This design comes from an exercise in tuning for small area on the open sky130 flow, not from production work. In this exercise RTL edits were held to simulation tests only and were not proved equivalent to the original. No activity file was given, so power comes from the tool's default toggle rates.

==> flow/design.v <==
module remessagizer
  ( CLK, RESET,
    packet, packetValid,
    message, messageValid );
   input               CLK;
   input               RESET;
   input [7:0]         packet;
   input               packetValid;
   output [7:0]        message;
   output reg          messageValid;
   localparam R    = 210;         
   localparam D    = 4;           
   localparam S    = 32;          
   localparam NTAP = (R + S - 1) / S;
   reg [2:0]           hp;       
   reg                 indata;   
   reg [3:0]           prem;     
   reg [7:0]           mrem;     
   wire                dbyte  = packetValid & indata;
   wire                hbyte  = packetValid & ~indata & (hp == 3'd4) & (mrem == 8'd0);
   wire                wr     = dbyte | hbyte;           
   wire                done   = dbyte & (mrem == 8'd1);   
   always @(posedge CLK) begin
      if (RESET)
        mrem <= 8'd0;
      else if (hbyte)
        mrem <= packet;
      else if (dbyte)
        mrem <= mrem - 8'd1;
   end
   always @(posedge CLK) begin
      if (RESET | ~packetValid) begin
         hp <= 3'd0;
         indata <= 1'b0;
      end else if (~indata) begin
         hp <= hp + 3'd1;
         if (hp == 3'd5)
           prem <= packet[3:0];
         if (hp == 3'd7)
           indata <= 1'b1;
      end else begin
         prem <= prem - 4'd1;
         if (prem == 4'd1) begin
            indata <= 1'b0;
            hp <= 3'd4;
         end
      end
   end
   reg [8*D-1:0]       dl;
   reg [D-1:0]         f;
   reg [D-1:0]         dd;       
   wire [8*D-1:0]      age;
   wire [D-1:0]        pend;
   assign age  = {dl[8*D-1:8], packet};
   assign pend = {f[D-1:1], wr};
   reg [7:0]           p_w;      
   wire                portok = (p_w % D == 0);
   wire                wnow   = portok & (pend != 0);
   wire [7:0]          pa = 8'd1 << p_w[7:5];
   wire [7:0]          pb = {8{wnow}} & (8'd1 << p_w[4:2]);
   reg [D-1:0]         sel;      
   reg [7:0]           wdata;
   integer             i;
   always @* begin
      sel = 0;
      for (i = 0; i < D; i = i + 1)
        if (pend[i])
          sel = 1 << i;
      wdata = 8'd0;
      for (i = 0; i < D; i = i + 1)
        wdata = wdata | (age[8*i +: 8] & {8{sel[i]}});
   end
   always @(posedge CLK) begin
      dl[8*D-1:8] <= age[8*D-9:0];
      f[D-1:1] <= pend[D-2:0] & ~(sel[D-2:0] & {(D-1){wnow}});
      dd[D-1:1] <= {dd[D-2:1], done};
      if (RESET) begin
         f[D-1:1] <= 0;
         dd[D-1:1] <= 0;
      end
   end
   reg [7:0]           h;        
   reg [4:0]           cnt;      
   reg [7:0]           drem;     
   wire [7:0]          tapno   = h / S;
   wire                attap   = (h % S == 0);
   wire                start   = ~messageValid & (cnt != 5'd0) & attap;
   wire                consume = start | messageValid;
   wire                sweep   = (p_w <= h);    
   reg [8*R-1:0]       ring;
   wire [8*R-1:0]      ring_t;   
   wire [8*NTAP-1:0]   tapv;
   wire [7:0]          tapval = tapv[8*tapno +: 8];
   assign message = messageValid ? tapval : 8'd0;
   genvar j;
   generate
      for (j = 0; j < R; j = j + 1) begin : st
         localparam P   = (j + R - 1) % R;       
         localparam INV = ((P / D) % 2 == 1);    
         wire [7:0] prev = ring_t[8*P +: 8];
         assign ring_t[8*j +: 8] = ring[8*j +: 8] ^ {8{INV}};
         if (P % D == 0) begin : port
            wire       clr;
            if (P % S == 0) begin : tap
               if (P == 0)
                 assign clr = (consume & (tapno == 0)) | sweep;
               else
                 assign clr = consume & (tapno == P / S);
               assign tapv[8*(P/S) +: 8] = prev;
            end else begin : notap
               assign clr = 1'b0;
            end
            wire       we = pa[P/32] & pb[(P/D)%8];
            wire [7:0] nxt = (prev & {8{~clr}}) | (wdata & {8{we}});
            always @(posedge CLK)
              ring[8*j +: 8] <= nxt ^ {8{INV}};
         end else begin : plain
            always @(posedge CLK)
              ring[8*j +: 8] <= ring[8*P +: 8];
         end
      end
   endgenerate
   always @(posedge CLK) begin
      if (RESET) begin
         messageValid <= 1'b0;
         cnt <= 5'd0;
         p_w <= 8'd0;
         h <= 8'd0;
      end else begin
         cnt <= cnt + {4'd0, dd[D-1]} - {4'd0, start};
         if (start) begin
            drem <= tapval;
            messageValid <= 1'b1;
         end else if (messageValid) begin
            drem <= drem - 8'd1;
            if (drem == 8'd1)
              messageValid <= 1'b0;
         end
         if (~wnow)
           p_w <= (p_w == R - 1) ? 8'd0 : p_w + 8'd1;
         if (~consume)
           h <= (h == R - 1) ? 8'd0 : h + 8'd1;
      end
   end
endmodule
export LEC_CHECK = 0
export CAP_MARGIN = 20
export CORE_MARGIN = 10
export CORE_UTILIZATION = 40
export CTS_BUF_LIST = sky130_fd_sc_hd__clkbuf_4 sky130_fd_sc_hd__clkbuf_8
export CTS_CLUSTER_DIAMETER = 60
export CTS_CLUSTER_SIZE = 14
export SLEW_MARGIN = 20
create_clock -name core_clock -period 10.0 [get_ports {CLK}]
run.sh (not shown) runs the stock make flow with config.mk's settings and CLKGATE_MAP_FILE= SYNTH_SCRIPT=/design/flow/synth_recipe.tcl, a recipe that flattens the netlist after the stock synthesis.
Then changed:
- CTS_BUF_LIST: sky130_fd_sc_hd__clkbuf_4 sky130_fd_sc_hd__clkbuf_8 -> sky130_fd_sc_hd__clkbuf_8
- CTS_CLUSTER_DIAMETER: 60 -> 120
- CTS_CLUSTER_SIZE: 14 -> 18
After rerunning: Utilization went down by 0.66 points; worst setup slack is better by 15 ps; worst hold slack is better by 19 ps; combinational power barely changes; fmax stays flat; sequential share of layout area went up by 1.2 points; final area went down by 1.5%; clock-buffer cell count went down by 39; global-route usage went down by 0.21 points; non-clock buffer count stays the same; area after synthesis stays the same.
Then changed:
- CTS_CLUSTER_DIAMETER: 120 -> 90
- CTS_CLUSTER_SIZE: 18 -> 19
=> Non-clock buffer count does not change. Worst hold slack gains 6.1 ps. Worst setup slack gets better by 28 ps. Cell count is about the same. Sequential share of layout area climbs by 0.16 points. First-iteration DRC count increases by 15%. Clock-buffer cell count is lower by 4. Via count fell by 0.37%.
Then changed:
- CTS_BUF_LIST: sky130_fd_sc_hd__clkbuf_8 -> unset
- CTS_CLUSTER_DIAMETER: 90 -> 45
- CTS_CLUSTER_SIZE: 19 -> 34
Result: The changed run went through all stages and came out clean. Setup slack improved by 75 ps. Routed wire length is higher by 1.8%. Synthesized cell count does not change. Design area goes up by 6.3%. Total power came out higher by 22%. Die area stays the same. Worst hold slack got worse by 5.3 ps. Final cell count came out higher by 2.4%. Count of clock-buffer cells in the layout rose by 16. Maximum frequency climbs by 1.4%. First-iteration DRC count falls by 3.8%.
Then changed:
- CTS_BUF_LIST: unset -> sky130_fd_sc_hd__clkbuf_4
- CTS_CLUSTER_DIAMETER: 45 -> 40
- CTS_CLUSTER_SIZE: 34 -> 10
The new run completed without violations.
Wire length is about the same.
Die area is unchanged.
Total power fell by about 15%.
Non-clock buffer count does not change.
Synthesized cell count stays the same.
Global-route usage rose by 0.16 points.
Cell area fell by about 5%.
Setup slack loses 450 ps.

## port drivers added, routing unchanged
How much do the figures lean on ideal ports? The routed layouts below were timed once more, with nothing changed but the port constraints.
Step 1, drivers: a clkbuf_16 drives CLK and a buf_2 each remaining input, both assumed.
Step 2 adds t to the input delays and takes it off the output delays; t is the mean of the earliest and latest rising clock arrival at the registers after step 1. Input paths then give back, and output paths get back, about the clock's delay inside the block.
Three values: ideal ports, drivers, drivers and shift; two values: the first two.
| run | t, ns | slack for setup (ns) | hold WS [ns] | cell pins on the clock port's net |
|---|---|---|---|---|
| the first run | 0.885 | 4.594 / 4.533 / 5.327 | 0.288 / 0.288 / 0.288 | 1 |
| the second run | 0.828 | 4.609 / 4.546 / 5.333 | 0.307 / 0.307 / 0.307 | 1 |
| the third run | 0.798 | 4.638 / 4.578 / 5.328 | 0.313 / 0.313 / 0.313 | 1 |
| the fourth run | 0.752 | 4.712 / 4.649 / 5.328 | 0.308 / 0.308 / 0.308 | 1 |
| the fifth run | 1.141 | 4.266 / 4.203 / 5.327 | 0.264 / 0.264 / 0.264 | 1 |
After both steps setup and hold are still met in every run listed.
